This design comes from an exercise in tuning for small area and a short achievable clock period on the open sky130 flow, not from production work.
Function was not checked in any run shown here: the RTL went through the layout flow alone.

===== flow/flow/run.sh =====
#!/bin/bash
# The standard layout (standard.sh), with one change: the port buffers that
# global placement inserts on every input and output are buf_2 cells instead
# of the resizer's default pick (clkdlybuf4s50_1, a delay cell).
set -euo pipefail
export BUFFER_PORTS_ARGS="-buffer_cell sky130_fd_sc_hd__buf_2"
bash standard.sh > standard.log 2>&1

===== flow/standard.sh =====
#!/bin/bash
# synth_recipe.tcl (not shown) runs the flow's synth.tcl, then flattens the netlist and writes it again
# the make line also repeats each setting of config.mk as NAME=value (left out here)
make -C /OpenROAD-flow-scripts/flow DESIGN_CONFIG=/design/flow/config.mk WORK_HOME=/design/flow/orfs CLKGATE_MAP_FILE= SYNTH_SCRIPT=/design/flow/synth_recipe.tcl "${@:-finish}"

===== flow/config.mk =====
export PLATFORM = sky130hd
export DESIGN_NAME = processor
export DESIGN_NICKNAME = processor
export VERILOG_FILES = /design/flow/design.v
export SDC_FILE = /design/flow/constraint.sdc
export NUM_CORES = 4
export LEC_CHECK = 0
export CAP_MARGIN = 20
export CORE_MARGIN = 2
export CORE_UTILIZATION = 50
export SLEW_MARGIN = 20

===== flow/constraint.sdc =====
create_clock -name core_clock -period 8.5 [get_ports {clk}]
set_input_delay 1.7000 -clock core_clock [delete_from_list [all_inputs] [get_ports {clk}]]
set_output_delay 1.7000 -clock core_clock [all_outputs]
set_load 0.01 [all_outputs]

===== flow/design.v =====
`timescale 1ns / 1ps
module decode(instr,opcode,rd_index,rs_index,rt_index,constant,shamt,address);
input [15:0] instr;
output [3:0] opcode;
output [2:0] rd_index,rs_index,rt_index,shamt;
output [5:0] constant;
output [8:0] address;
assign opcode   = instr[15:12];
assign rd_index = instr[11:9];
assign rs_index = instr[8:6];
assign rt_index = instr[5:3];
assign shamt    = instr[2:0];
assign constant = instr[5:0];
assign address  = instr[11:3];
endmodule
`timescale 1ns / 1ps
module control_unit(instr,opcode,rd_index,rs_index,rt_index,shamt,constant,address);
input [15:0] instr;
output  [3:0] opcode;
output  [2:0] rd_index,rs_index,rt_index,shamt;
output [5:0] constant;
output [8:0] address;
decode call(instr,opcode,rd_index,rs_index,rt_index,constant,shamt,address);
endmodule
`timescale 1ns / 1ps
module mul16(a, b, p);
input [15:0] a, b;
output [31:0] p;
  wire [15:0] pp [0:15];
  genvar gi;
  generate for (gi = 0; gi < 16; gi = gi + 1) begin : g_pp
    assign pp[gi] = b & {16{a[gi]}};
  end endgenerate
  wire t1 = pp[0][13] ^ pp[1][12];
  wire t2 = pp[0][13] & pp[1][12];
  wire t3 = pp[0][14] ^ pp[1][13] ^ pp[2][12];
  wire t4 = (pp[0][14] & pp[1][13]) | (pp[0][14] & pp[2][12]) | (pp[1][13] & pp[2][12]);
  wire t5 = pp[3][11] ^ pp[4][10];
  wire t6 = pp[3][11] & pp[4][10];
  wire t7 = pp[0][15] ^ pp[1][14] ^ pp[2][13];
  wire t8 = (pp[0][15] & pp[1][14]) | (pp[0][15] & pp[2][13]) | (pp[1][14] & pp[2][13]);
  wire t9 = pp[3][12] ^ pp[4][11] ^ pp[5][10];
  wire t10 = (pp[3][12] & pp[4][11]) | (pp[3][12] & pp[5][10]) | (pp[4][11] & pp[5][10]);
  wire t11 = pp[6][9] ^ pp[7][8];
  wire t12 = pp[6][9] & pp[7][8];
  wire t13 = pp[1][15] ^ pp[2][14] ^ pp[3][13];
  wire t14 = (pp[1][15] & pp[2][14]) | (pp[1][15] & pp[3][13]) | (pp[2][14] & pp[3][13]);
  wire t15 = pp[4][12] ^ pp[5][11] ^ pp[6][10];
  wire t16 = (pp[4][12] & pp[5][11]) | (pp[4][12] & pp[6][10]) | (pp[5][11] & pp[6][10]);
  wire t17 = pp[7][9] ^ pp[8][8];
  wire t18 = pp[7][9] & pp[8][8];
  wire t19 = pp[2][15] ^ pp[3][14] ^ pp[4][13];
  wire t20 = (pp[2][15] & pp[3][14]) | (pp[2][15] & pp[4][13]) | (pp[3][14] & pp[4][13]);
  wire t21 = pp[5][12] ^ pp[6][11] ^ pp[7][10];
  wire t22 = (pp[5][12] & pp[6][11]) | (pp[5][12] & pp[7][10]) | (pp[6][11] & pp[7][10]);
  wire t23 = pp[3][15] ^ pp[4][14] ^ pp[5][13];
  wire t24 = (pp[3][15] & pp[4][14]) | (pp[3][15] & pp[5][13]) | (pp[4][14] & pp[5][13]);
  wire t25 = pp[0][9] ^ pp[1][8];
  wire t26 = pp[0][9] & pp[1][8];
  wire t27 = pp[0][10] ^ pp[1][9] ^ pp[2][8];
  wire t28 = (pp[0][10] & pp[1][9]) | (pp[0][10] & pp[2][8]) | (pp[1][9] & pp[2][8]);
  wire t29 = pp[3][7] ^ pp[4][6];
  wire t30 = pp[3][7] & pp[4][6];
  wire t31 = pp[0][11] ^ pp[1][10] ^ pp[2][9];
  wire t32 = (pp[0][11] & pp[1][10]) | (pp[0][11] & pp[2][9]) | (pp[1][10] & pp[2][9]);
  wire t33 = pp[3][8] ^ pp[4][7] ^ pp[5][6];
  wire t34 = (pp[3][8] & pp[4][7]) | (pp[3][8] & pp[5][6]) | (pp[4][7] & pp[5][6]);
  wire t35 = pp[6][5] ^ pp[7][4];
  wire t36 = pp[6][5] & pp[7][4];
  wire t37 = pp[0][12] ^ pp[1][11] ^ pp[2][10];
  wire t38 = (pp[0][12] & pp[1][11]) | (pp[0][12] & pp[2][10]) | (pp[1][11] & pp[2][10]);
  wire t39 = pp[3][9] ^ pp[4][8] ^ pp[5][7];
  wire t40 = (pp[3][9] & pp[4][8]) | (pp[3][9] & pp[5][7]) | (pp[4][8] & pp[5][7]);
  wire t41 = pp[6][6] ^ pp[7][5] ^ pp[8][4];
  wire t42 = (pp[6][6] & pp[7][5]) | (pp[6][6] & pp[8][4]) | (pp[7][5] & pp[8][4]);
  wire t43 = pp[9][3] ^ pp[10][2];
  wire t44 = pp[9][3] & pp[10][2];
  wire t45 = t1 ^ pp[2][11] ^ pp[3][10];
  wire t46 = (t1 & pp[2][11]) | (t1 & pp[3][10]) | (pp[2][11] & pp[3][10]);
  wire t47 = pp[4][9] ^ pp[5][8] ^ pp[6][7];
  wire t48 = (pp[4][9] & pp[5][8]) | (pp[4][9] & pp[6][7]) | (pp[5][8] & pp[6][7]);
  wire t49 = pp[7][6] ^ pp[8][5] ^ pp[9][4];
  wire t50 = (pp[7][6] & pp[8][5]) | (pp[7][6] & pp[9][4]) | (pp[8][5] & pp[9][4]);
  wire t51 = pp[10][3] ^ pp[11][2] ^ pp[12][1];
  wire t52 = (pp[10][3] & pp[11][2]) | (pp[10][3] & pp[12][1]) | (pp[11][2] & pp[12][1]);
  wire t53 = t2 ^ t3 ^ t5;
  wire t54 = (t2 & t3) | (t2 & t5) | (t3 & t5);
  wire t55 = pp[5][9] ^ pp[6][8] ^ pp[7][7];
  wire t56 = (pp[5][9] & pp[6][8]) | (pp[5][9] & pp[7][7]) | (pp[6][8] & pp[7][7]);
  wire t57 = pp[8][6] ^ pp[9][5] ^ pp[10][4];
  wire t58 = (pp[8][6] & pp[9][5]) | (pp[8][6] & pp[10][4]) | (pp[9][5] & pp[10][4]);
  wire t59 = pp[11][3] ^ pp[12][2] ^ pp[13][1];
  wire t60 = (pp[11][3] & pp[12][2]) | (pp[11][3] & pp[13][1]) | (pp[12][2] & pp[13][1]);
  wire t61 = t4 ^ t6 ^ t7;
  wire t62 = (t4 & t6) | (t4 & t7) | (t6 & t7);
  wire t63 = t9 ^ t11 ^ pp[8][7];
  wire t64 = (t9 & t11) | (t9 & pp[8][7]) | (t11 & pp[8][7]);
  wire t65 = pp[9][6] ^ pp[10][5] ^ pp[11][4];
  wire t66 = (pp[9][6] & pp[10][5]) | (pp[9][6] & pp[11][4]) | (pp[10][5] & pp[11][4]);
  wire t67 = pp[12][3] ^ pp[13][2] ^ pp[14][1];
  wire t68 = (pp[12][3] & pp[13][2]) | (pp[12][3] & pp[14][1]) | (pp[13][2] & pp[14][1]);
  wire t69 = t8 ^ t10 ^ t12;
  wire t70 = (t8 & t10) | (t8 & t12) | (t10 & t12);
  wire t71 = t13 ^ t15 ^ t17;
  wire t72 = (t13 & t15) | (t13 & t17) | (t15 & t17);
  wire t73 = pp[9][7] ^ pp[10][6] ^ pp[11][5];
  wire t74 = (pp[9][7] & pp[10][6]) | (pp[9][7] & pp[11][5]) | (pp[10][6] & pp[11][5]);
  wire t75 = pp[12][4] ^ pp[13][3] ^ pp[14][2];
  wire t76 = (pp[12][4] & pp[13][3]) | (pp[12][4] & pp[14][2]) | (pp[13][3] & pp[14][2]);
  wire t77 = t14 ^ t16 ^ t18;
  wire t78 = (t14 & t16) | (t14 & t18) | (t16 & t18);
  wire t79 = t19 ^ t21 ^ pp[8][9];
  wire t80 = (t19 & t21) | (t19 & pp[8][9]) | (t21 & pp[8][9]);
  wire t81 = pp[9][8] ^ pp[10][7] ^ pp[11][6];
  wire t82 = (pp[9][8] & pp[10][7]) | (pp[9][8] & pp[11][6]) | (pp[10][7] & pp[11][6]);
  wire t83 = pp[12][5] ^ pp[13][4] ^ pp[14][3];
  wire t84 = (pp[12][5] & pp[13][4]) | (pp[12][5] & pp[14][3]) | (pp[13][4] & pp[14][3]);
  wire t85 = t20 ^ t22 ^ t23;
  wire t86 = (t20 & t22) | (t20 & t23) | (t22 & t23);
  wire t87 = pp[6][12] ^ pp[7][11] ^ pp[8][10];
  wire t88 = (pp[6][12] & pp[7][11]) | (pp[6][12] & pp[8][10]) | (pp[7][11] & pp[8][10]);
  wire t89 = pp[9][9] ^ pp[10][8] ^ pp[11][7];
  wire t90 = (pp[9][9] & pp[10][8]) | (pp[9][9] & pp[11][7]) | (pp[10][8] & pp[11][7]);
  wire t91 = pp[12][6] ^ pp[13][5] ^ pp[14][4];
  wire t92 = (pp[12][6] & pp[13][5]) | (pp[12][6] & pp[14][4]) | (pp[13][5] & pp[14][4]);
  wire t93 = t24 ^ pp[4][15] ^ pp[5][14];
  wire t94 = (t24 & pp[4][15]) | (t24 & pp[5][14]) | (pp[4][15] & pp[5][14]);
  wire t95 = pp[6][13] ^ pp[7][12] ^ pp[8][11];
  wire t96 = (pp[6][13] & pp[7][12]) | (pp[6][13] & pp[8][11]) | (pp[7][12] & pp[8][11]);
  wire t97 = pp[9][10] ^ pp[10][9] ^ pp[11][8];
  wire t98 = (pp[9][10] & pp[10][9]) | (pp[9][10] & pp[11][8]) | (pp[10][9] & pp[11][8]);
  wire t99 = pp[12][7] ^ pp[13][6] ^ pp[14][5];
  wire t100 = (pp[12][7] & pp[13][6]) | (pp[12][7] & pp[14][5]) | (pp[13][6] & pp[14][5]);
  wire t101 = pp[5][15] ^ pp[6][14] ^ pp[7][13];
  wire t102 = (pp[5][15] & pp[6][14]) | (pp[5][15] & pp[7][13]) | (pp[6][14] & pp[7][13]);
  wire t103 = pp[8][12] ^ pp[9][11] ^ pp[10][10];
  wire t104 = (pp[8][12] & pp[9][11]) | (pp[8][12] & pp[10][10]) | (pp[9][11] & pp[10][10]);
  wire t105 = pp[11][9] ^ pp[12][8] ^ pp[13][7];
  wire t106 = (pp[11][9] & pp[12][8]) | (pp[11][9] & pp[13][7]) | (pp[12][8] & pp[13][7]);
  wire t107 = pp[6][15] ^ pp[7][14] ^ pp[8][13];
  wire t108 = (pp[6][15] & pp[7][14]) | (pp[6][15] & pp[8][13]) | (pp[7][14] & pp[8][13]);
  wire t109 = pp[9][12] ^ pp[10][11] ^ pp[11][10];
  wire t110 = (pp[9][12] & pp[10][11]) | (pp[9][12] & pp[11][10]) | (pp[10][11] & pp[11][10]);
  wire t111 = pp[7][15] ^ pp[8][14] ^ pp[9][13];
  wire t112 = (pp[7][15] & pp[8][14]) | (pp[7][15] & pp[9][13]) | (pp[8][14] & pp[9][13]);
  wire t113 = pp[0][6] ^ pp[1][5];
  wire t114 = pp[0][6] & pp[1][5];
  wire t115 = pp[0][7] ^ pp[1][6] ^ pp[2][5];
  wire t116 = (pp[0][7] & pp[1][6]) | (pp[0][7] & pp[2][5]) | (pp[1][6] & pp[2][5]);
  wire t117 = pp[3][4] ^ pp[4][3];
  wire t118 = pp[3][4] & pp[4][3];
  wire t119 = pp[0][8] ^ pp[1][7] ^ pp[2][6];
  wire t120 = (pp[0][8] & pp[1][7]) | (pp[0][8] & pp[2][6]) | (pp[1][7] & pp[2][6]);
  wire t121 = pp[3][5] ^ pp[4][4] ^ pp[5][3];
  wire t122 = (pp[3][5] & pp[4][4]) | (pp[3][5] & pp[5][3]) | (pp[4][4] & pp[5][3]);
  wire t123 = pp[6][2] ^ pp[7][1];
  wire t124 = pp[6][2] & pp[7][1];
  wire t125 = t25 ^ pp[2][7] ^ pp[3][6];
  wire t126 = (t25 & pp[2][7]) | (t25 & pp[3][6]) | (pp[2][7] & pp[3][6]);
  wire t127 = pp[4][5] ^ pp[5][4] ^ pp[6][3];
  wire t128 = (pp[4][5] & pp[5][4]) | (pp[4][5] & pp[6][3]) | (pp[5][4] & pp[6][3]);
  wire t129 = pp[7][2] ^ pp[8][1] ^ pp[9][0];
  wire t130 = (pp[7][2] & pp[8][1]) | (pp[7][2] & pp[9][0]) | (pp[8][1] & pp[9][0]);
  wire t131 = t26 ^ t27 ^ t29;
  wire t132 = (t26 & t27) | (t26 & t29) | (t27 & t29);
  wire t133 = pp[5][5] ^ pp[6][4] ^ pp[7][3];
  wire t134 = (pp[5][5] & pp[6][4]) | (pp[5][5] & pp[7][3]) | (pp[6][4] & pp[7][3]);
  wire t135 = pp[8][2] ^ pp[9][1] ^ pp[10][0];
  wire t136 = (pp[8][2] & pp[9][1]) | (pp[8][2] & pp[10][0]) | (pp[9][1] & pp[10][0]);
  wire t137 = t28 ^ t30 ^ t31;
  wire t138 = (t28 & t30) | (t28 & t31) | (t30 & t31);
  wire t139 = t33 ^ t35 ^ pp[8][3];
  wire t140 = (t33 & t35) | (t33 & pp[8][3]) | (t35 & pp[8][3]);
  wire t141 = pp[9][2] ^ pp[10][1] ^ pp[11][0];
  wire t142 = (pp[9][2] & pp[10][1]) | (pp[9][2] & pp[11][0]) | (pp[10][1] & pp[11][0]);
  wire t143 = t32 ^ t34 ^ t36;
  wire t144 = (t32 & t34) | (t32 & t36) | (t34 & t36);
  wire t145 = t37 ^ t39 ^ t41;
  wire t146 = (t37 & t39) | (t37 & t41) | (t39 & t41);
  wire t147 = t43 ^ pp[11][1] ^ pp[12][0];
  wire t148 = (t43 & pp[11][1]) | (t43 & pp[12][0]) | (pp[11][1] & pp[12][0]);
  wire t149 = t38 ^ t40 ^ t42;
  wire t150 = (t38 & t40) | (t38 & t42) | (t40 & t42);
  wire t151 = t44 ^ t45 ^ t47;
  wire t152 = (t44 & t45) | (t44 & t47) | (t45 & t47);
  wire t153 = t49 ^ t51 ^ pp[13][0];
  wire t154 = (t49 & t51) | (t49 & pp[13][0]) | (t51 & pp[13][0]);
  wire t155 = t46 ^ t48 ^ t50;
  wire t156 = (t46 & t48) | (t46 & t50) | (t48 & t50);
  wire t157 = t52 ^ t53 ^ t55;
  wire t158 = (t52 & t53) | (t52 & t55) | (t53 & t55);
  wire t159 = t57 ^ t59 ^ pp[14][0];
  wire t160 = (t57 & t59) | (t57 & pp[14][0]) | (t59 & pp[14][0]);
  wire t161 = t54 ^ t56 ^ t58;
  wire t162 = (t54 & t56) | (t54 & t58) | (t56 & t58);
  wire t163 = t60 ^ t61 ^ t63;
  wire t164 = (t60 & t61) | (t60 & t63) | (t61 & t63);
  wire t165 = t65 ^ t67 ^ pp[15][0];
  wire t166 = (t65 & t67) | (t65 & pp[15][0]) | (t67 & pp[15][0]);
  wire t167 = t62 ^ t64 ^ t66;
  wire t168 = (t62 & t64) | (t62 & t66) | (t64 & t66);
  wire t169 = t68 ^ t69 ^ t71;
  wire t170 = (t68 & t69) | (t68 & t71) | (t69 & t71);
  wire t171 = t73 ^ t75 ^ pp[15][1];
  wire t172 = (t73 & t75) | (t73 & pp[15][1]) | (t75 & pp[15][1]);
  wire t173 = t70 ^ t72 ^ t74;
  wire t174 = (t70 & t72) | (t70 & t74) | (t72 & t74);
  wire t175 = t76 ^ t77 ^ t79;
  wire t176 = (t76 & t77) | (t76 & t79) | (t77 & t79);
  wire t177 = t81 ^ t83 ^ pp[15][2];
  wire t178 = (t81 & t83) | (t81 & pp[15][2]) | (t83 & pp[15][2]);
  wire t179 = t78 ^ t80 ^ t82;
  wire t180 = (t78 & t80) | (t78 & t82) | (t80 & t82);
  wire t181 = t84 ^ t85 ^ t87;
  wire t182 = (t84 & t85) | (t84 & t87) | (t85 & t87);
  wire t183 = t89 ^ t91 ^ pp[15][3];
  wire t184 = (t89 & t91) | (t89 & pp[15][3]) | (t91 & pp[15][3]);
  wire t185 = t86 ^ t88 ^ t90;
  wire t186 = (t86 & t88) | (t86 & t90) | (t88 & t90);
  wire t187 = t92 ^ t93 ^ t95;
  wire t188 = (t92 & t93) | (t92 & t95) | (t93 & t95);
  wire t189 = t97 ^ t99 ^ pp[15][4];
  wire t190 = (t97 & t99) | (t97 & pp[15][4]) | (t99 & pp[15][4]);
  wire t191 = t94 ^ t96 ^ t98;
  wire t192 = (t94 & t96) | (t94 & t98) | (t96 & t98);
  wire t193 = t100 ^ t101 ^ t103;
  wire t194 = (t100 & t101) | (t100 & t103) | (t101 & t103);
  wire t195 = t105 ^ pp[14][6] ^ pp[15][5];
  wire t196 = (t105 & pp[14][6]) | (t105 & pp[15][5]) | (pp[14][6] & pp[15][5]);
  wire t197 = t102 ^ t104 ^ t106;
  wire t198 = (t102 & t104) | (t102 & t106) | (t104 & t106);
  wire t199 = t107 ^ t109 ^ pp[12][9];
  wire t200 = (t107 & t109) | (t107 & pp[12][9]) | (t109 & pp[12][9]);
  wire t201 = pp[13][8] ^ pp[14][7] ^ pp[15][6];
  wire t202 = (pp[13][8] & pp[14][7]) | (pp[13][8] & pp[15][6]) | (pp[14][7] & pp[15][6]);
  wire t203 = t108 ^ t110 ^ t111;
  wire t204 = (t108 & t110) | (t108 & t111) | (t110 & t111);
  wire t205 = pp[10][12] ^ pp[11][11] ^ pp[12][10];
  wire t206 = (pp[10][12] & pp[11][11]) | (pp[10][12] & pp[12][10]) | (pp[11][11] & pp[12][10]);
  wire t207 = pp[13][9] ^ pp[14][8] ^ pp[15][7];
  wire t208 = (pp[13][9] & pp[14][8]) | (pp[13][9] & pp[15][7]) | (pp[14][8] & pp[15][7]);
  wire t209 = t112 ^ pp[8][15] ^ pp[9][14];
  wire t210 = (t112 & pp[8][15]) | (t112 & pp[9][14]) | (pp[8][15] & pp[9][14]);
  wire t211 = pp[10][13] ^ pp[11][12] ^ pp[12][11];
  wire t212 = (pp[10][13] & pp[11][12]) | (pp[10][13] & pp[12][11]) | (pp[11][12] & pp[12][11]);
  wire t213 = pp[13][10] ^ pp[14][9] ^ pp[15][8];
  wire t214 = (pp[13][10] & pp[14][9]) | (pp[13][10] & pp[15][8]) | (pp[14][9] & pp[15][8]);
  wire t215 = pp[9][15] ^ pp[10][14] ^ pp[11][13];
  wire t216 = (pp[9][15] & pp[10][14]) | (pp[9][15] & pp[11][13]) | (pp[10][14] & pp[11][13]);
  wire t217 = pp[12][12] ^ pp[13][11] ^ pp[14][10];
  wire t218 = (pp[12][12] & pp[13][11]) | (pp[12][12] & pp[14][10]) | (pp[13][11] & pp[14][10]);
  wire t219 = pp[10][15] ^ pp[11][14] ^ pp[12][13];
  wire t220 = (pp[10][15] & pp[11][14]) | (pp[10][15] & pp[12][13]) | (pp[11][14] & pp[12][13]);
  wire t221 = pp[0][4] ^ pp[1][3];
  wire t222 = pp[0][4] & pp[1][3];
  wire t223 = pp[0][5] ^ pp[1][4] ^ pp[2][3];
  wire t224 = (pp[0][5] & pp[1][4]) | (pp[0][5] & pp[2][3]) | (pp[1][4] & pp[2][3]);
  wire t225 = pp[3][2] ^ pp[4][1];
  wire t226 = pp[3][2] & pp[4][1];
  wire t227 = t113 ^ pp[2][4] ^ pp[3][3];
  wire t228 = (t113 & pp[2][4]) | (t113 & pp[3][3]) | (pp[2][4] & pp[3][3]);
  wire t229 = pp[4][2] ^ pp[5][1] ^ pp[6][0];
  wire t230 = (pp[4][2] & pp[5][1]) | (pp[4][2] & pp[6][0]) | (pp[5][1] & pp[6][0]);
  wire t231 = t114 ^ t115 ^ t117;
  wire t232 = (t114 & t115) | (t114 & t117) | (t115 & t117);
  wire t233 = pp[5][2] ^ pp[6][1] ^ pp[7][0];
  wire t234 = (pp[5][2] & pp[6][1]) | (pp[5][2] & pp[7][0]) | (pp[6][1] & pp[7][0]);
  wire t235 = t116 ^ t118 ^ t119;
  wire t236 = (t116 & t118) | (t116 & t119) | (t118 & t119);
  wire t237 = t121 ^ t123 ^ pp[8][0];
  wire t238 = (t121 & t123) | (t121 & pp[8][0]) | (t123 & pp[8][0]);
  wire t239 = t120 ^ t122 ^ t124;
  wire t240 = (t120 & t122) | (t120 & t124) | (t122 & t124);
  wire t241 = t125 ^ t127 ^ t129;
  wire t242 = (t125 & t127) | (t125 & t129) | (t127 & t129);
  wire t243 = t126 ^ t128 ^ t130;
  wire t244 = (t126 & t128) | (t126 & t130) | (t128 & t130);
  wire t245 = t131 ^ t133 ^ t135;
  wire t246 = (t131 & t133) | (t131 & t135) | (t133 & t135);
  wire t247 = t132 ^ t134 ^ t136;
  wire t248 = (t132 & t134) | (t132 & t136) | (t134 & t136);
  wire t249 = t137 ^ t139 ^ t141;
  wire t250 = (t137 & t139) | (t137 & t141) | (t139 & t141);
  wire t251 = t138 ^ t140 ^ t142;
  wire t252 = (t138 & t140) | (t138 & t142) | (t140 & t142);
  wire t253 = t143 ^ t145 ^ t147;
  wire t254 = (t143 & t145) | (t143 & t147) | (t145 & t147);
  wire t255 = t144 ^ t146 ^ t148;
  wire t256 = (t144 & t146) | (t144 & t148) | (t146 & t148);
  wire t257 = t149 ^ t151 ^ t153;
  wire t258 = (t149 & t151) | (t149 & t153) | (t151 & t153);
  wire t259 = t150 ^ t152 ^ t154;
  wire t260 = (t150 & t152) | (t150 & t154) | (t152 & t154);
  wire t261 = t155 ^ t157 ^ t159;
  wire t262 = (t155 & t157) | (t155 & t159) | (t157 & t159);
  wire t263 = t156 ^ t158 ^ t160;
  wire t264 = (t156 & t158) | (t156 & t160) | (t158 & t160);
  wire t265 = t161 ^ t163 ^ t165;
  wire t266 = (t161 & t163) | (t161 & t165) | (t163 & t165);
  wire t267 = t162 ^ t164 ^ t166;
  wire t268 = (t162 & t164) | (t162 & t166) | (t164 & t166);
  wire t269 = t167 ^ t169 ^ t171;
  wire t270 = (t167 & t169) | (t167 & t171) | (t169 & t171);
  wire t271 = t168 ^ t170 ^ t172;
  wire t272 = (t168 & t170) | (t168 & t172) | (t170 & t172);
  wire t273 = t173 ^ t175 ^ t177;
  wire t274 = (t173 & t175) | (t173 & t177) | (t175 & t177);
  wire t275 = t174 ^ t176 ^ t178;
  wire t276 = (t174 & t176) | (t174 & t178) | (t176 & t178);
  wire t277 = t179 ^ t181 ^ t183;
  wire t278 = (t179 & t181) | (t179 & t183) | (t181 & t183);
  wire t279 = t180 ^ t182 ^ t184;
  wire t280 = (t180 & t182) | (t180 & t184) | (t182 & t184);
  wire t281 = t185 ^ t187 ^ t189;
  wire t282 = (t185 & t187) | (t185 & t189) | (t187 & t189);
  wire t283 = t186 ^ t188 ^ t190;
  wire t284 = (t186 & t188) | (t186 & t190) | (t188 & t190);
  wire t285 = t191 ^ t193 ^ t195;
  wire t286 = (t191 & t193) | (t191 & t195) | (t193 & t195);
  wire t287 = t192 ^ t194 ^ t196;
  wire t288 = (t192 & t194) | (t192 & t196) | (t194 & t196);
  wire t289 = t197 ^ t199 ^ t201;
  wire t290 = (t197 & t199) | (t197 & t201) | (t199 & t201);
  wire t291 = t198 ^ t200 ^ t202;
  wire t292 = (t198 & t200) | (t198 & t202) | (t200 & t202);
  wire t293 = t203 ^ t205 ^ t207;
  wire t294 = (t203 & t205) | (t203 & t207) | (t205 & t207);
  wire t295 = t204 ^ t206 ^ t208;
  wire t296 = (t204 & t206) | (t204 & t208) | (t206 & t208);
  wire t297 = t209 ^ t211 ^ t213;
  wire t298 = (t209 & t211) | (t209 & t213) | (t211 & t213);
  wire t299 = t210 ^ t212 ^ t214;
  wire t300 = (t210 & t212) | (t210 & t214) | (t212 & t214);
  wire t301 = t215 ^ t217 ^ pp[15][9];
  wire t302 = (t215 & t217) | (t215 & pp[15][9]) | (t217 & pp[15][9]);
  wire t303 = t216 ^ t218 ^ t219;
  wire t304 = (t216 & t218) | (t216 & t219) | (t218 & t219);
  wire t305 = pp[13][12] ^ pp[14][11] ^ pp[15][10];
  wire t306 = (pp[13][12] & pp[14][11]) | (pp[13][12] & pp[15][10]) | (pp[14][11] & pp[15][10]);
  wire t307 = t220 ^ pp[11][15] ^ pp[12][14];
  wire t308 = (t220 & pp[11][15]) | (t220 & pp[12][14]) | (pp[11][15] & pp[12][14]);
  wire t309 = pp[13][13] ^ pp[14][12] ^ pp[15][11];
  wire t310 = (pp[13][13] & pp[14][12]) | (pp[13][13] & pp[15][11]) | (pp[14][12] & pp[15][11]);
  wire t311 = pp[12][15] ^ pp[13][14] ^ pp[14][13];
  wire t312 = (pp[12][15] & pp[13][14]) | (pp[12][15] & pp[14][13]) | (pp[13][14] & pp[14][13]);
  wire t313 = pp[0][3] ^ pp[1][2];
  wire t314 = pp[0][3] & pp[1][2];
  wire t315 = t221 ^ pp[2][2] ^ pp[3][1];
  wire t316 = (t221 & pp[2][2]) | (t221 & pp[3][1]) | (pp[2][2] & pp[3][1]);
  wire t317 = t222 ^ t223 ^ t225;
  wire t318 = (t222 & t223) | (t222 & t225) | (t223 & t225);
  wire t319 = t224 ^ t226 ^ t227;
  wire t320 = (t224 & t226) | (t224 & t227) | (t226 & t227);
  wire t321 = t228 ^ t230 ^ t231;
  wire t322 = (t228 & t230) | (t228 & t231) | (t230 & t231);
  wire t323 = t232 ^ t234 ^ t235;
  wire t324 = (t232 & t234) | (t232 & t235) | (t234 & t235);
  wire t325 = t236 ^ t238 ^ t239;
  wire t326 = (t236 & t238) | (t236 & t239) | (t238 & t239);
  wire t327 = t240 ^ t242 ^ t243;
  wire t328 = (t240 & t242) | (t240 & t243) | (t242 & t243);
  wire t329 = t244 ^ t246 ^ t247;
  wire t330 = (t244 & t246) | (t244 & t247) | (t246 & t247);
  wire t331 = t248 ^ t250 ^ t251;
  wire t332 = (t248 & t250) | (t248 & t251) | (t250 & t251);
  wire t333 = t252 ^ t254 ^ t255;
  wire t334 = (t252 & t254) | (t252 & t255) | (t254 & t255);
  wire t335 = t256 ^ t258 ^ t259;
  wire t336 = (t256 & t258) | (t256 & t259) | (t258 & t259);
  wire t337 = t260 ^ t262 ^ t263;
  wire t338 = (t260 & t262) | (t260 & t263) | (t262 & t263);
  wire t339 = t264 ^ t266 ^ t267;
  wire t340 = (t264 & t266) | (t264 & t267) | (t266 & t267);
  wire t341 = t268 ^ t270 ^ t271;
  wire t342 = (t268 & t270) | (t268 & t271) | (t270 & t271);
  wire t343 = t272 ^ t274 ^ t275;
  wire t344 = (t272 & t274) | (t272 & t275) | (t274 & t275);
  wire t345 = t276 ^ t278 ^ t279;
  wire t346 = (t276 & t278) | (t276 & t279) | (t278 & t279);
  wire t347 = t280 ^ t282 ^ t283;
  wire t348 = (t280 & t282) | (t280 & t283) | (t282 & t283);
  wire t349 = t284 ^ t286 ^ t287;
  wire t350 = (t284 & t286) | (t284 & t287) | (t286 & t287);
  wire t351 = t288 ^ t290 ^ t291;
  wire t352 = (t288 & t290) | (t288 & t291) | (t290 & t291);
  wire t353 = t292 ^ t294 ^ t295;
  wire t354 = (t292 & t294) | (t292 & t295) | (t294 & t295);
  wire t355 = t296 ^ t298 ^ t299;
  wire t356 = (t296 & t298) | (t296 & t299) | (t298 & t299);
  wire t357 = t300 ^ t302 ^ t303;
  wire t358 = (t300 & t302) | (t300 & t303) | (t302 & t303);
  wire t359 = t304 ^ t306 ^ t307;
  wire t360 = (t304 & t306) | (t304 & t307) | (t306 & t307);
  wire t361 = t308 ^ t310 ^ t311;
  wire t362 = (t308 & t310) | (t308 & t311) | (t310 & t311);
  wire t363 = t312 ^ pp[13][15] ^ pp[14][14];
  wire t364 = (t312 & pp[13][15]) | (t312 & pp[14][14]) | (pp[13][15] & pp[14][14]);
  wire t365 = pp[0][2] ^ pp[1][1];
  wire t366 = pp[0][2] & pp[1][1];
  wire t367 = t313 ^ pp[2][1] ^ pp[3][0];
  wire t368 = (t313 & pp[2][1]) | (t313 & pp[3][0]) | (pp[2][1] & pp[3][0]);
  wire t369 = t314 ^ t315 ^ pp[4][0];
  wire t370 = (t314 & t315) | (t314 & pp[4][0]) | (t315 & pp[4][0]);
  wire t371 = t316 ^ t317 ^ pp[5][0];
  wire t372 = (t316 & t317) | (t316 & pp[5][0]) | (t317 & pp[5][0]);
  wire t373 = t318 ^ t319 ^ t229;
  wire t374 = (t318 & t319) | (t318 & t229) | (t319 & t229);
  wire t375 = t320 ^ t321 ^ t233;
  wire t376 = (t320 & t321) | (t320 & t233) | (t321 & t233);
  wire t377 = t322 ^ t323 ^ t237;
  wire t378 = (t322 & t323) | (t322 & t237) | (t323 & t237);
  wire t379 = t324 ^ t325 ^ t241;
  wire t380 = (t324 & t325) | (t324 & t241) | (t325 & t241);
  wire t381 = t326 ^ t327 ^ t245;
  wire t382 = (t326 & t327) | (t326 & t245) | (t327 & t245);
  wire t383 = t328 ^ t329 ^ t249;
  wire t384 = (t328 & t329) | (t328 & t249) | (t329 & t249);
  wire t385 = t330 ^ t331 ^ t253;
  wire t386 = (t330 & t331) | (t330 & t253) | (t331 & t253);
  wire t387 = t332 ^ t333 ^ t257;
  wire t388 = (t332 & t333) | (t332 & t257) | (t333 & t257);
  wire t389 = t334 ^ t335 ^ t261;
  wire t390 = (t334 & t335) | (t334 & t261) | (t335 & t261);
  wire t391 = t336 ^ t337 ^ t265;
  wire t392 = (t336 & t337) | (t336 & t265) | (t337 & t265);
  wire t393 = t338 ^ t339 ^ t269;
  wire t394 = (t338 & t339) | (t338 & t269) | (t339 & t269);
  wire t395 = t340 ^ t341 ^ t273;
  wire t396 = (t340 & t341) | (t340 & t273) | (t341 & t273);
  wire t397 = t342 ^ t343 ^ t277;
  wire t398 = (t342 & t343) | (t342 & t277) | (t343 & t277);
  wire t399 = t344 ^ t345 ^ t281;
  wire t400 = (t344 & t345) | (t344 & t281) | (t345 & t281);
  wire t401 = t346 ^ t347 ^ t285;
  wire t402 = (t346 & t347) | (t346 & t285) | (t347 & t285);
  wire t403 = t348 ^ t349 ^ t289;
  wire t404 = (t348 & t349) | (t348 & t289) | (t349 & t289);
  wire t405 = t350 ^ t351 ^ t293;
  wire t406 = (t350 & t351) | (t350 & t293) | (t351 & t293);
  wire t407 = t352 ^ t353 ^ t297;
  wire t408 = (t352 & t353) | (t352 & t297) | (t353 & t297);
  wire t409 = t354 ^ t355 ^ t301;
  wire t410 = (t354 & t355) | (t354 & t301) | (t355 & t301);
  wire t411 = t356 ^ t357 ^ t305;
  wire t412 = (t356 & t357) | (t356 & t305) | (t357 & t305);
  wire t413 = t358 ^ t359 ^ t309;
  wire t414 = (t358 & t359) | (t358 & t309) | (t359 & t309);
  wire t415 = t360 ^ t361 ^ pp[15][12];
  wire t416 = (t360 & t361) | (t360 & pp[15][12]) | (t361 & pp[15][12]);
  wire t417 = t362 ^ t363 ^ pp[15][13];
  wire t418 = (t362 & t363) | (t362 & pp[15][13]) | (t363 & pp[15][13]);
  wire t419 = t364 ^ pp[14][15] ^ pp[15][14];
  wire t420 = (t364 & pp[14][15]) | (t364 & pp[15][14]) | (pp[14][15] & pp[15][14]);
  wire [31:0] ra = {1'b0, t420, t418, t416, t414, t412, t410, t408, t406, t404, t402, t400, t398, t396, t394, t392, t390, t388, t386, t384, t382, t380, t378, t376, t374, t372, t370, t368, t366, t365, pp[0][1], pp[0][0]};
  wire [31:0] rb = {1'b0, pp[15][15], t419, t417, t415, t413, t411, t409, t407, t405, t403, t401, t399, t397, t395, t393, t391, t389, t387, t385, t383, t381, t379, t377, t375, t373, t371, t369, t367, pp[2][0], pp[1][0], 1'b0};
  assign p = ra + rb;
endmodule
`timescale 1ns / 1ps
`timescale 1ns / 1ps
module processor(clk,reset,instr,PC,opcode,rd_index,rs_index,rt_index,shamt,constant,address,rd_value,rs_value,rt_value,low_out,high_out,SR);
input clk,reset;
input [15:0] instr;
output [7:0] PC;
output [3:0] opcode;
output [2:0] rd_index, rs_index, rt_index, shamt;
output [5:0] constant;
output [8:0] address;
output [15:0] rd_value,rs_value,rt_value,low_out,high_out,SR;
control_unit cal1(instr,opcode,rd_index,rs_index,rt_index,shamt,constant,address);
wire [3:0] op = opcode;
reg [7:0] pc;
reg [15:0] R [0:7];
reg [15:0] RAM [0:7];
reg [15:0] mul_a, mul_b;    
reg [3:0] flags_q;
wire op_r    = ~op[3];                  
wire op_rs   = ~(op[3] & op[2]);        
wire is_sw   = (op == 4'd11);
wire is_mul  = (op == 4'd3);
wire wr_en   = ~(is_mul | (op[3] & (op[2] | (op[1] & op[0]))));
reg [15:0] rs_v, rt_v, st_v;
integer i;
always @(*) begin
	rs_v = 16'd0;
	rt_v = 16'd0;
	st_v = 16'd0;
	for (i = 0; i < 8; i = i + 1) begin
		rs_v = rs_v | (R[i] & {16{op_rs & (rs_index == i)}});
		rt_v = rt_v | (R[i] & {16{op_r & (rt_index == i)}});
		st_v = st_v | (R[i] & {16{rd_index == i}});
	end
end
assign rs_value = rs_v;
assign rt_value = rt_v;
wire [15:0] sum = rs_v + (rt_v | (op[3] ? {10'd0, constant} : 16'd0));
reg [7:0] cl, ch, r02, r35;
reg carry3, eq_n1, eq_n0x;
reg [15:0] ram_rd;
reg [7:0] ma_hot;
integer v, j;
always @(*) begin
	for (v = 0; v < 8; v = v + 1) begin
		cl[v]  = (constant[2:0] == v);
		ch[v]  = (constant[5:3] == v);
		r02[v] = (rs_v[2:0] == v);
		r35[v] = (rs_v[5:3] == v);
	end
	carry3 = 1'b0;
	eq_n1 = 1'b0;
	eq_n0x = 1'b0;
	for (v = 0; v < 8; v = v + 1) begin
		carry3 = carry3 | (cl[v] & (rs_v[2:0] > 7 - v));
		eq_n1 = eq_n1 | (r35[v] & ch[7 - v]);
		if (v != 0) eq_n0x = eq_n0x | (r35[v] & ch[8 - v]);
	end
	ram_rd = 16'd0;
	for (j = 0; j < 8; j = j + 1) begin
		ma_hot[j] = 1'b0;
		for (v = 0; v < 8; v = v + 1)
			ma_hot[j] = ma_hot[j] | (cl[v] & r02[(j - v) & 7]);
		ram_rd = ram_rd | (RAM[j] & {16{ma_hot[j]}});
	end
end
wire ones_hi = &rs_v[15:6];
wire ma_ok = carry3 ? (ones_hi & eq_n1)
                    : (ch[0] ? ~(|rs_v[15:3]) : (ones_hi & eq_n0x));
wire [31:0] prod;
mul16 mul(mul_a, mul_b, prod);
wire [15:0] lo = prod[15:0];
wire [15:0] hi = prod[31:16];
reg [15:0] rdv;
always @(*) begin
	case (op)
	4'd0, 4'd8: rdv = sum;
	4'd1: rdv = rs_v << shamt;
	4'd2: rdv = rs_v >> shamt;
	4'd4: rdv = lo;
	4'd5: rdv = hi;
	4'd6: rdv = rs_v | rt_v;
	4'd7: rdv = rs_v & rt_v;
	4'd9: rdv = {10'd0, constant};
	4'd10: rdv = ma_ok ? ram_rd : 16'd0;
	default: rdv = 16'd0;
	endcase
end
assign rd_value = rdv;
wire eq = (rs_v == rt_v);
wire lt = (rs_v < rt_v);
wire sgn_eq = (rs_v[15] == rt_v[15]);
wire [3:0] flags = {eq, ~eq & lt, ~eq & ~lt & ~sgn_eq, ~eq & ~lt & sgn_eq};
assign SR = {12'd0, flags_q};
assign low_out = lo;
assign high_out = hi;
assign PC = pc;
integer k;
always @(posedge clk, posedge reset) begin
	if (reset) begin
		pc <= 8'd0;
		mul_a <= 16'd0;
		mul_b <= 16'd0;
		flags_q <= 4'd0;
		for (k = 0; k < 8; k = k + 1) R[k] <= 7 - k;
		RAM[0] <= 16'd1;
		RAM[1] <= 16'd5;
		RAM[2] <= 16'd0;
		RAM[3] <= 16'd0;
		RAM[4] <= 16'd3;
		RAM[5] <= 16'd1;
		RAM[6] <= 16'd1;
		RAM[7] <= 16'd1;
	end else begin
		if (pc > 8'd14) pc <= 8'd0;
		else if (op[3] & op[2] & ~(op[1] & op[0])) pc <= pc + address[7:0];
		else pc <= pc + 8'd1;
		if (is_mul) begin
			mul_a <= rs_v;
			mul_b <= rt_v;
		end
		flags_q <= flags;
		if (wr_en) R[rd_index] <= rdv;
		for (k = 0; k < 8; k = k + 1)
			if (is_sw & ma_ok & ma_hot[k]) RAM[k] <= st_v;
	end
end
endmodule

==> results.ini, run 1 <==
[drt]
routed.top_layer = met4
routed_wl_um = 102000
drcViolationCount = 0
wl_met2_um = 47100
wl_met3_um = 9510
drt-pass1-iter-count = 8
viasPerCell = 6.33
drt_iter0_drc = 2255
ant_nets = 0
wire_per_inst_um = 27.1
wl_met1_um = 38700
num_vias = 23700

[flow_run]
maxCapViolCount = 0

[die]
rows = 85
initial_core_util_pct = 50.4
coreArea_um2 = 53600
dieArea_um2 = 55900
die_h_um = 236
io_pins = 153
fp.dieW_um = 236

[critical_path]
r2r_slack_ns = 1.93
start_kind = flip-flop
worstPathRequired_ns = 6.80
r2r-start = mul_b[10]
reg2reg_to = R[2][14]
ff2ff_path_depth = 25
end_kind = output pin
path_class = flip-flop to output pin
crit_fanout = 7
crit_arrival_ns = 6.65

[logic_synthesis]
syn_inst = 2832
ys_seq_area_share_pct = 27.9
yosysWarnings = 4
synth_edf_count = 0
synth.avg_cell_area_um2 = 9.54
synth_seq_cells = 300
ys_async_sr_fraction_pct = 100
synthFlopType = dfrtp_1
synth_area_um2 = 27000
synth.distinct_cells = 97

[clock_network]
path_clk_slew_ns = 0.06
numCtsBuffers = 35
htreeDepth = 2
clockBufferDepth = 3
cts_tree = built
insertion_delay_ns = 0.57
clkSinkCount = 300
clock-root-buffer = clkbuf_16

[global_routing]
grt_use_total_pct = 36.3
grt_pass1_vias = 23800
overflow = 0
grt_max_degree = 128
grt_pass1_wl_um = 152000
antenna_found_initial = 0

[finish]
instances_no_fill = 3744
mostFrequentLayoutCells = inv_1 (309), dfrtp_1 (262), nand2_1 (248)
layout_commonest_cell = inv_1
drive_gt1_share_pct = 25.1
post-route-util_pct = 57.5
area_delta_synth_final_pct = 14.1
antenna-diode-count = 0
fin_nets = 3345

[placed_design]
place_inst = 3652
dp_hpwl_um = 75900
numPortBuffers = 140
dp_slack_ns = 0.125
gp_congestion = 0.989

[worst_hold_path]
hold_depth = 1
hold_end = RAM[3][8]
min_path_type = flip-flop to flip-flop
min_from = RAM[3][8]

[timing]
finalHoldViolations = 0
tns_ns = 0
whs_ns = 0.478
rsz0062_at_grt = true
period_needed_ns = 8.35
tightest_slew_ns = 1.20
fmax_ghz = 0.120
final_max_slew_viol_count = 0
period_share_pct = 98.3
skew_ns = 0.0244
setup_viol = 0
fin_ws_ns = 0.146
relSlewSlack_pct = 20.0

[outcome]
run_status = complete, no violations

==> registers in the layout (all words and copies together), names as in the netlist <==
register and count:
R 128, RAM 128, flags_q 4, mul_a 16, mul_b 16, pc 8
==> cells by family after synthesis <==
kind of cell	synth area share, %
AND/OR/NAND/NOR	14.7
AO/OA/AOI/OAI	16.0
buffers and inverters	8.51
adder cells (fa/ha/maj)	19.6
flip-flops	27.9
multiplexers	11.8
XOR/XNOR	1.56
other	0.0139
==> Yosys cell counts (all sizes together) (12+ instances only) <==
cell type | count | share of area, %
dfstp | 20 | 1.9
nor3 | 33 | 0.73
and3 | 35 | 0.81
a22oi | 131 | 3.6
a221o | 16 | 0.61
nand3 | 49 | 0.91
a31oi | 19 | 0.44
a222oi | 31 | 1.1
nand2 | 257 | 3.6
fa | 198 | 15
mux2 | 216 | 9.3
ha | 106 | 4.9
buf | 95 | 2.4
o21ai | 106 | 2.0
mux4 | 22 | 1.8
a2111oi | 14 | 0.53
nor2b | 12 | 0.28
o211ai | 19 | 0.58
a221oi | 23 | 0.86
a211oi | 18 | 0.54
a21o | 18 | 0.50
xnor2 | 37 | 1.2
a21oi | 123 | 2.3
inv | 324 | 4.5
nor2 | 127 | 1.8
and2 | 173 | 4.0
dfrtp | 280 | 26
clkbuf | 113 | 1.6
mux2i | 18 | 0.67
nand4 | 27 | 0.68
==> worst max-delay path, stage by stage, from the launching register on <==
cell and delay [ns]:
dfrtp_1 0.43, buf_4 0.19, and2_1 0.15, ha_1 0.27, inv_1 0.05, fa_1 0.54, inv_1 0.06, fa_1 0.38
inv_1 0.08, fa_1 0.47, fa_1 0.55, inv_1 0.05, fa_2 0.56, ha_4 0.22, and4_1 0.19, o2111a_2 0.18
a221oi_4 0.28, a21oi_2 0.11, o21ai_2 0.24, and2_4 0.21, a21oi_1 0.07, xnor2_1 0.18, a221oi_2 0.42, inv_1 0.07
buf_2 0.15
==> final cells by class <==
class | instances | area (um2)
fill | 4796 | 22800
multi-input combinational | 2009 | 17600
sequential | 300 | 7550
timing repair buffer | 351 | 2410
inverter | 326 | 1230
clock buffer | 53 | 983
tap | 696 | 871
clock inverter | 9 | 160
==> stage by stage <==
| stage | instance area, um2 |
|---|---|
| floorplan | 27100 |
| global placement | 29000 |
| detailed placement | 29000 |
| CTS | 30300 |
| global route | 30800 |
| finish | 30800 |
==> what timing repair did <==
item	CTS	global route
buffers inserted	3	24
gates resized for setup	27	78
setup endpoints to repair	18	22
pin swaps	9	34
hold buffers	0	0
==> per-layer routing <==
layer	track usage, %	up-vias
met1	45.9	11900
li1	-	10200
met4	18.6	0
met5	0	-
met2	58.5	1286
met3	8.46	360
==> worst max-delay path by stage <==
stage              start           end  slack (ns)  cells after the start
2_1_floorplan   mul_a[5]  rd_value[13]        0.26                     23
3_3_place_gp    instr[4]  rd_value[12]        0.16                     21
3_5_place_dp    instr[4]  rd_value[12]        0.12                     21
4_1_cts         mul_a[4]  rd_value[14]      -0.007                     23
5_1_grt        mul_b[10]  rd_value[10]       -0.08                     24
6_report       mul_b[10]  rd_value[10]        0.15                     24
==> inputs of run 2 (changes only) <==
==> flow/flow/run.sh (replaced) <==
#!/bin/bash
# The standard layout (standard.sh), with one change: the port buffers that
# global placement inserts on every input and output are buf_1 cells instead
# of the resizer's default pick (clkdlybuf4s50_1, a delay cell).
set -euo pipefail
export BUFFER_PORTS_ARGS="-buffer_cell sky130_fd_sc_hd__buf_1"
bash standard.sh > standard.log 2>&1
--- a/flow/config.mk
+++ b/flow/config.mk
@@ -8,4 +8,5 @@
 export CAP_MARGIN = 20
 export CORE_MARGIN = 2
-export CORE_UTILIZATION = 50
+export CORE_UTILIZATION = 55
+export SETUP_SLACK_MARGIN = 1.0
 export SLEW_MARGIN = 20
==> run 2 against run 1 <==
Highest routed layer unchanged. Critical endpoint is now rd_value[13]. Clock skew is 0.0050 ns higher. Utilization is 7.3 points higher. Die area is 8.9% lower. Largest cell class unchanged.
==> results.ini, run 2 <==
[critical_path]
cp.depth = 22
ff2ff_path_depth = 23
start_kind = flip-flop
crit_arrival_ns = 6.56
slowest_delay_ns = 0.56
crit_family = adder cells
r2r-start = mul_b[13]
worstPathRequired_ns = 6.80
crit_start = mul_a[0]
slowest_stage = fa_1
end_kind = output pin
r2r_slack_ns = 2.02
cp_common_cell = fa_1
crit_chain = buf_6, and2_4, fa_1, fa_1, fa_2, inv_2, fa_2, fa_1, inv_2, fa_1, ha_4, nand3_4, a31oi_4, nor3_4, o41ai_4, nand2_1, o221ai_2, a31oi_1, xnor2_1, nand2_2, nand2_2, buf_6
crit_fanout = 4
path_class = flip-flop to output pin
critPathBufInv = 4
reg2reg_to = R[6][12]

[timing]
rsz0062_at_grt = true
final_max_slew_viol_count = 0
whs_ns = 0.486
setup_viol = 0
period_share_pct = 97.2
finalHoldViolations = 0
tns_ns = 0
relSlewSlack_pct = 25.3
fmax_ghz = 0.121
period_needed_ns = 8.26
skew_ns = 0.0293
tightest_slew_ns = 1.12

[global_routing]
grt_max_degree = 127
overflow = 0
grt_use_total_pct = 40.4
grt_pass1_wl_um = 152000
grt_pass1_vias = 24200
antenna_found_initial = 0

[placed_design]
place_area_um2 = 28800
dp_hpwl_um = 76000
gp_congestion = 1.05
numPortBuffers = 140

[logic_synthesis]
syn_inst = 2832
synth.avg_cell_area_um2 = 9.54
synth.area.top_cells = dfrtp_1 (26%), fa_1 (15%), mux2_2 (7.0%), ha_1 (4.9%), inv_1 (4.3%)
synth.distinct_cells = 97
yosys.area_share.simple_pct = 14.7
synthFlopType = dfrtp_1
synth_top_family_by_area = adder cells
synth_edf_count = 0
synth_seq_cells = 300
ys_seq_area_share_pct = 27.9
synth_common_cells = inv_1 (313), dfrtp_1 (280), nand2_1 (256), fa_1 (198), and2_1 (173)
synth_xor_area_share_pct = 1.56
synth_area_um2 = 27000
synthAdderAreaFrac_pct = 19.6
synth_top_area_cell = dfrtp_1
synth_top_area_share_pct = 25.9
yosysWarnings = 4
synthMuxAreaShare_pct = 11.8
synth.most_common_cell = inv_1
ys_async_sr_fraction_pct = 100
synth_compound_area_share_pct = 16.0

[clock_network]
cts_tree = built
clkSinkCount = 300
cts_hold_buffers = 0
clock-root-buffer = clkbuf_16
path_clk_slew_ns = 0.07
htreeDepth = 2
clockBufferDepth = 3
numCtsBuffers = 34
insertion_delay_ns = 0.57

[drt]
wire_per_inst_um = 27.4
ant_nets = 0
drcViolationCount = 0
viasPerCell = 6.44
num_vias = 24000
routed_wl_um = 102000
drt_iter0_drc = 2401
drt-pass1-iter-count = 9

[finish]
mostFrequentLayoutCells = inv_1 (301), dfrtp_1 (254), nand2_1 (239)
area_delta_synth_final_pct = 16.8
post-route-util_pct = 64.8
fill_cells = 4035
largest_registers = RAM x128, R x128
layout_commonest_cell = inv_1
regArea_um2 = 7570
postLayoutCellArea_um2 = 31600
fin_nets = 3366
drive_gt1_share_pct = 25.0
multi_input_area_um2 = 18200

[worst_hold_path]
hold_end = RAM[3][8]
min_from = RAM[3][8]
hold_depth = 1
min_path_type = flip-flop to flip-flop

[die]
coreArea_um2 = 48700
rows = 81
io_pins = 153
dieArea_um2 = 50900
die_h_um = 226
initial_core_util_pct = 55.4
fp.dieW_um = 226

[outcome]
run_status = complete, no violations

[flow_run]
maxCapViolCount = 0

==> run 2: cell counts after synthesis <==
Identical to the previous run, type by type.
==> run 2: layer usage <==
layer	share of wire, %	vias to the layer above	global-route usage [%]	wire, um
met5	0	-	0	0
met1	38	12100	50.4	38600
met3	8.8	406	7.98	8970
met2	46	1310	64.6	46900
li1	-	10200	-	-
met4	7.6	0	25.9	7810
==> run 2: area by class of cell <==
cell class,count,share of cell area (%)
flip-flops and latches,300,24.0
inverters,326,3.89
clock buffers,49,3.09
repair buffers,373,8.17
well taps,664,2.63
multi-input cells,2009,57.7
diodes,1,0.00792
clock inverters,12,0.523
==> run 2: timing repair <==
| item | CTS | global route |
|---|---|---|
| setup buffers | 39 | 22 |
| gates cloned | 0 | 0 |
| setup endpoints to repair | 35 | 34 |
| resized for setup | 164 | 102 |
| pin swaps | 65 | 68 |
==> run 2: through the flow <==
stage	setup slack, ns	cells
floorplan	1.01	2843
global placement	0.308	3610
detailed placement	0.232	3610
CTS	0.346	3710
global route	0.0529	3733
finish	0.238	3734
==> run 2: worst max path at each step <==
stage / to
final: rd_value[13]
after global routing: rd_value[13]
after CTS: rd_value[14]
after detailed placement: rd_value[14]
after global placement: rd_value[14]
after floorplan: rd_value[10]
==> run 2: logic make-up (layout without fill, tap and decap cells) <==
family / after synthesis / count (layout)
mux: 256 / 256
fa+ha+maj: 304 / 304
compound gates: 607 / 607
simple gates: 782 / 782
other cells: 1 / 13
flops: 300 / 300
buf+inv: 534 / 760
xor+xnor: 48 / 48
==> inputs of run 3 (changes only) <==
--- a/flow/design.v
+++ b/flow/design.v
@@ -24,7 +24,7 @@
 endmodule
 `timescale 1ns / 1ps
-module mul16(a, b, p);
+module mul16(a, b, s, c);
 input [15:0] a, b;
-output [31:0] p;
+output [31:0] s, c;
   wire [15:0] pp [0:15];
   genvar gi;
@@ -452,7 +452,6 @@
   wire t419 = t364 ^ pp[14][15] ^ pp[15][14];
   wire t420 = (t364 & pp[14][15]) | (t364 & pp[15][14]) | (pp[14][15] & pp[15][14]);
-  wire [31:0] ra = {1'b0, t420, t418, t416, t414, t412, t410, t408, t406, t404, t402, t400, t398, t396, t394, t392, t390, t388, t386, t384, t382, t380, t378, t376, t374, t372, t370, t368, t366, t365, pp[0][1], pp[0][0]};
-  wire [31:0] rb = {1'b0, pp[15][15], t419, t417, t415, t413, t411, t409, t407, t405, t403, t401, t399, t397, t395, t393, t391, t389, t387, t385, t383, t381, t379, t377, t375, t373, t371, t369, t367, pp[2][0], pp[1][0], 1'b0};
-  assign p = ra + rb;
+  assign s = {1'b0, t420, t418, t416, t414, t412, t410, t408, t406, t404, t402, t400, t398, t396, t394, t392, t390, t388, t386, t384, t382, t380, t378, t376, t374, t372, t370, t368, t366, t365, pp[0][1], pp[0][0]};
+  assign c = {1'b0, pp[15][15], t419, t417, t415, t413, t411, t409, t407, t405, t403, t401, t399, t397, t395, t393, t391, t389, t387, t385, t383, t381, t379, t377, t375, t373, t371, t369, t367, pp[2][0], pp[1][0], 1'b0};
 endmodule
 `timescale 1ns / 1ps
@@ -472,5 +471,5 @@
 reg [15:0] R [0:7];
 reg [15:0] RAM [0:7];
-reg [15:0] mul_a, mul_b;    
+reg [31:0] ps, pc2;    
 reg [3:0] flags_q;
 wire op_r    = ~op[3];                  
@@ -479,19 +478,21 @@
 wire is_mul  = (op == 4'd3);
 wire wr_en   = ~(is_mul | (op[3] & (op[2] | (op[1] & op[0]))));
-reg [15:0] rs_v, rt_v, st_v;
+reg [15:0] rs_r, rt_r, st_v;
 integer i;
 always @(*) begin
-	rs_v = 16'd0;
-	rt_v = 16'd0;
+	rs_r = 16'd0;
+	rt_r = 16'd0;
 	st_v = 16'd0;
 	for (i = 0; i < 8; i = i + 1) begin
-		rs_v = rs_v | (R[i] & {16{op_rs & (rs_index == i)}});
-		rt_v = rt_v | (R[i] & {16{op_r & (rt_index == i)}});
+		rs_r = rs_r | (R[i] & {16{rs_index == i}});
+		rt_r = rt_r | (R[i] & {16{rt_index == i}});
 		st_v = st_v | (R[i] & {16{rd_index == i}});
 	end
 end
+wire [15:0] rs_v = rs_r & {16{op_rs}};
+wire [15:0] rt_v = rt_r & {16{op_r}};
 assign rs_value = rs_v;
 assign rt_value = rt_v;
-wire [15:0] sum = rs_v + (rt_v | (op[3] ? {10'd0, constant} : 16'd0));
+wire [15:0] sum = rs_r + (op[3] ? {10'd0, constant} : rt_r);
 reg [7:0] cl, ch, r02, r35;
 reg carry3, eq_n1, eq_n0x;
@@ -503,6 +504,6 @@
 		cl[v]  = (constant[2:0] == v);
 		ch[v]  = (constant[5:3] == v);
-		r02[v] = (rs_v[2:0] == v);
-		r35[v] = (rs_v[5:3] == v);
+		r02[v] = (rs_r[2:0] == v);
+		r35[v] = (rs_r[5:3] == v);
 	end
 	carry3 = 1'b0;
@@ -510,5 +511,5 @@
 	eq_n0x = 1'b0;
 	for (v = 0; v < 8; v = v + 1) begin
-		carry3 = carry3 | (cl[v] & (rs_v[2:0] > 7 - v));
+		carry3 = carry3 | (cl[v] & (rs_r[2:0] > 7 - v));
 		eq_n1 = eq_n1 | (r35[v] & ch[7 - v]);
 		if (v != 0) eq_n0x = eq_n0x | (r35[v] & ch[8 - v]);
@@ -522,9 +523,10 @@
 	end
 end
-wire ones_hi = &rs_v[15:6];
+wire ones_hi = &rs_r[15:6];
 wire ma_ok = carry3 ? (ones_hi & eq_n1)
-                    : (ch[0] ? ~(|rs_v[15:3]) : (ones_hi & eq_n0x));
-wire [31:0] prod;
-mul16 mul(mul_a, mul_b, prod);
+                    : (ch[0] ? ~(|rs_r[15:3]) : (ones_hi & eq_n0x));
+wire [31:0] mul_s, mul_c;
+mul16 mul(rs_r, rt_r, mul_s, mul_c);
+wire [31:0] prod = ps + pc2;
 wire [15:0] lo = prod[15:0];
 wire [15:0] hi = prod[31:16];
@@ -533,10 +535,10 @@
 	case (op)
 	4'd0, 4'd8: rdv = sum;
-	4'd1: rdv = rs_v << shamt;
-	4'd2: rdv = rs_v >> shamt;
+	4'd1: rdv = rs_r << shamt;
+	4'd2: rdv = rs_r >> shamt;
 	4'd4: rdv = lo;
 	4'd5: rdv = hi;
-	4'd6: rdv = rs_v | rt_v;
-	4'd7: rdv = rs_v & rt_v;
+	4'd6: rdv = rs_r | rt_r;
+	4'd7: rdv = rs_r & rt_r;
 	4'd9: rdv = {10'd0, constant};
 	4'd10: rdv = ma_ok ? ram_rd : 16'd0;
@@ -557,6 +559,6 @@
 	if (reset) begin
 		pc <= 8'd0;
-		mul_a <= 16'd0;
-		mul_b <= 16'd0;
+		ps <= 32'd0;
+		pc2 <= 32'd0;
 		flags_q <= 4'd0;
 		for (k = 0; k < 8; k = k + 1) R[k] <= 7 - k;
@@ -574,6 +576,6 @@
 		else pc <= pc + 8'd1;
 		if (is_mul) begin
-			mul_a <= rs_v;
-			mul_b <= rt_v;
+			ps <= mul_s;
+			pc2 <= mul_c;
 		end
 		flags_q <= flags;
==> run 3 against run 2 <==
Clock-buffer cell count rose by 7. Worst hold slack worse by 0.0049 ns. Sequential share of layout area rose by 2.3 points. Worst setup slack better by 0.86 ns. Maximum frequency rose by 12%. Cell count up 6.4%. Clock skew fell by 0.0025 ns. Flip-flop and latch count rose by 29. First-iteration DRC count rose by 40%.
==> results.ini, run 3 <==
[drt]
drcViolationCount = 0
wl_met3_um = 11500
drt_iter0_drc = 3354
viasPerCell = 6.67
drt-pass1-iter-count = 7
num_vias = 26500
routed.top_layer = met4
wl_met1_um = 42100
ant_nets = 0
wl_met2_um = 52700
wire_per_inst_um = 29.2
routed_wl_um = 116000

[logic_synthesis]
yosys.area_share.simple_pct = 17.7
synth.area.top_cells = dfrtp_1 (27%), fa_1 (14%), nor2_1 (6.2%), mux2_2 (5.9%), nand2_1 (4.1%)
synth_seq_cells = 329
synth_area_um2 = 28500
synth_edf_count = 0
synth_top_area_share_pct = 27.1
synth.distinct_cells = 96
synth_common_cells = nor2_1 (470), dfrtp_1 (309), nand2_1 (309), inv_1 (252), fa_1 (198)
synth_compound_area_share_pct = 17.1
syn_inst = 3198
synthAdderAreaFrac_pct = 17.6
synthFlopType = dfrtp_1
ys_async_sr_fraction_pct = 100
ys_seq_area_share_pct = 29.0
synth_top_family_by_area = simple AND/OR/NAND/NOR gates
synth_top_area_cell = dfrtp_1
synth.most_common_cell = nor2_1
synth.avg_cell_area_um2 = 8.91
yosysWarnings = 4
synthMuxAreaShare_pct = 9.63
synth_xor_area_share_pct = 1.29

[placed_design]
numPortBuffers = 140
dp_slack_ns = 0.450
place_inst = 3893
gp_congestion = 1.08
dp_hpwl_um = 84800

[critical_path]
r2r-start = R[5][10]
worstPathRequired_ns = 6.80
crit_fanout = 19
path_class = input pin to output pin
reg2reg_to = ps[18]
end_kind = output pin
critPathCapture = rd_value[10]
crit_start = instr[4]
crit_arrival_ns = 5.71
start_kind = input pin
r2r_slack_ns = 3.07
ff2ff_path_depth = 17

[global_routing]
grt_use_total_pct = 43.4
grt_pass1_vias = 26700
grt_pass1_wl_um = 172000
grt_max_degree = 179
overflow = 0
antenna_found_initial = 0

[timing]
fmax_ghz = 0.135
finalHoldViolations = 0
tightest_slew_ns = 1.13
relSlewSlack_pct = 22.6
skew_ns = 0.0268
final_max_slew_viol_count = 0
setup_viol = 0
tns_ns = 0
rsz0062_at_grt = true
period_needed_ns = 7.41
period_share_pct = 87.1
fin_ws_ns = 1.09

[finish]
mostFrequentLayoutCells = nor2_1 (467), dfrtp_1 (309), nand2_1 (309)
fill_cells = 4438
instances_no_fill = 3973
area_delta_synth_final_pct = 10.1
fin_nets = 3561
layout_commonest_cell = nor2_1
largest_registers = RAM x128, R x128, ps x31
antenna-diode-count = 0
drive_gt1_share_pct = 16.0

[die]
dieArea_um2 = 53600
coreArea_um2 = 51300
rows = 83
die_h_um = 232
io_pins = 153
fp.dieW_um = 232
initial_core_util_pct = 55.5

[clock_network]
htreeDepth = 2
clockBufferDepth = 3
cts_tree = built
clock-root-buffer = clkbuf_16
clkSinkCount = 329
cts_hold_buffers = 0
path_clk_slew_ns = 0.06
numCtsBuffers = 39
insertion_delay_ns = 0.60

[worst_hold_path]
min_path_type = flip-flop to flip-flop
min_from = ps[8]

[outcome]
run_status = complete, no violations

[flow_run]
maxCapViolCount = 0

==> run 3: changes by cell type after synthesis, sizes merged, moves of 23 or more <==
cell / delta
dfrtp: +29
inv: -65
a22o: +25
clkbuf: +32
or2: +43
mux2: -46
and2: -148
nor2: +345
a22oi: -54
nand2: +52
ha: -23
a31oi: +61
==> run 3: logic make-up after synthesis <==
family	Yosys count
adders and majority gates	281
AOI/OAI and AO/OA	692
other	1
and+or+nand+nor	1116
muxes	225
DFF	329
buffers and inverters	512
xor gates and xnor gates	42
==> run 3: through the flow <==
stage	area (um2)	util, %	hold slack, ns
4_1_cts	31300	61.0	0.487
6_report	31400	61.2	0.481
2_1_floorplan	28600	-	0.450
5_1_grt	31400	61.2	0.498
3_3_place_gp	29800	58.1	0.463
3_5_place_dp	29800	58.1	0.473
==> run 3: layout make-up <==
class | instances | area (um2) | area share, %
Multi-Input combinational cell | 2368 | 18400 | 58.6
Inverter | 265 | 1000 | 3.19
Clock buffer | 56 | 1110 | 3.54
Clock inverter | 16 | 279 | 0.889
Sequential cell | 329 | 8260 | 26.3
Tap cell | 680 | 851 | 2.71
Timing Repair Buffer | 259 | 1500 | 4.78
==> run 3: how the worst min path moves through the flow <==
stage / endpoint / slack, ns / cells after the start
after CTS: pc2[25] / 0.49 / 2
after detailed placement: RAM[3][0] / 0.47 / 1
final: ps[8] / 0.48 / 2
after global placement: RAM[3][15] / 0.46 / 1
after floorplan: pc2[10] / 0.45 / 2
after global routing: RAM[3][0] / 0.50 / 1
==> run 3: critical path, stage by stage <==
cell and delay, ns:
clkbuf_4 0.28, nor2_1 0.11, buf_4 0.18, a221oi_1 0.28, o22a_1 0.27, mux2i_1 0.11, ha_1 0.29, fa_1 0.47
a21o_1 0.18, a21oi_2 0.20, o21ai_0 0.14, a31o_2 0.24, xor2_1 0.17, a22o_1 0.24, a211o_1 0.41, nand2b_1 0.23
buf_1 0.17
==> run 3: layer usage <==
metal / track usage, % / vias to the layer above
met2: 68.9 / 1742
li1: - / 11200
met5: 0 / -
met1: 53.5 / 13100
met3: 8.97 / 450
met4: 29.3 / 0
==> run 3: repair_timing <==
action	in CTS	in global routing
setup buffers	4	3
gates resized for setup	22	20
pin swaps	3	5
setup endpoints to repair	16	14
endpoints found under the hold margin	0	0

[port drivers added, routing unchanged]
How much do the figures lean on ideal ports? The routed layouts below were timed once more, with nothing changed but the port constraints. Step 1 (the two cells are an assumption about what drives the block):
set clk [get_ports {clk}]
set_driving_cell -lib_cell sky130_fd_sc_hd__clkbuf_16 $clk
set_driving_cell -lib_cell sky130_fd_sc_hd__buf_2 [delete_from_list [all_inputs] $clk]
Step 2 adds t to the input delays and takes it off the output delays; t is the mean of the earliest and latest rising clock arrival at the registers after step 1. Input paths then give back, and output paths get back, about the clock's delay inside the block. Three values: no drivers, after step 1, after step 2; two values: the first two.
run | t (ns) | setup WS [ns] | clock arrival spread, ns
run 1 | 0.617 | 0.146 / 0.085 / 0.246 | 0.024 / 0.025
run 2 | 0.615 | 0.238 / 0.180 / 0.235 | 0.029 / 0.029
run 3 | 0.657 | 1.094 / 1.048 / 1.048 | 0.026 / 0.027
After both steps setup and hold are still met in every run listed. For run 3, which loses most, drivers alone change the setup slack by -0.046 ns; drivers and shift together by -0.046 ns.
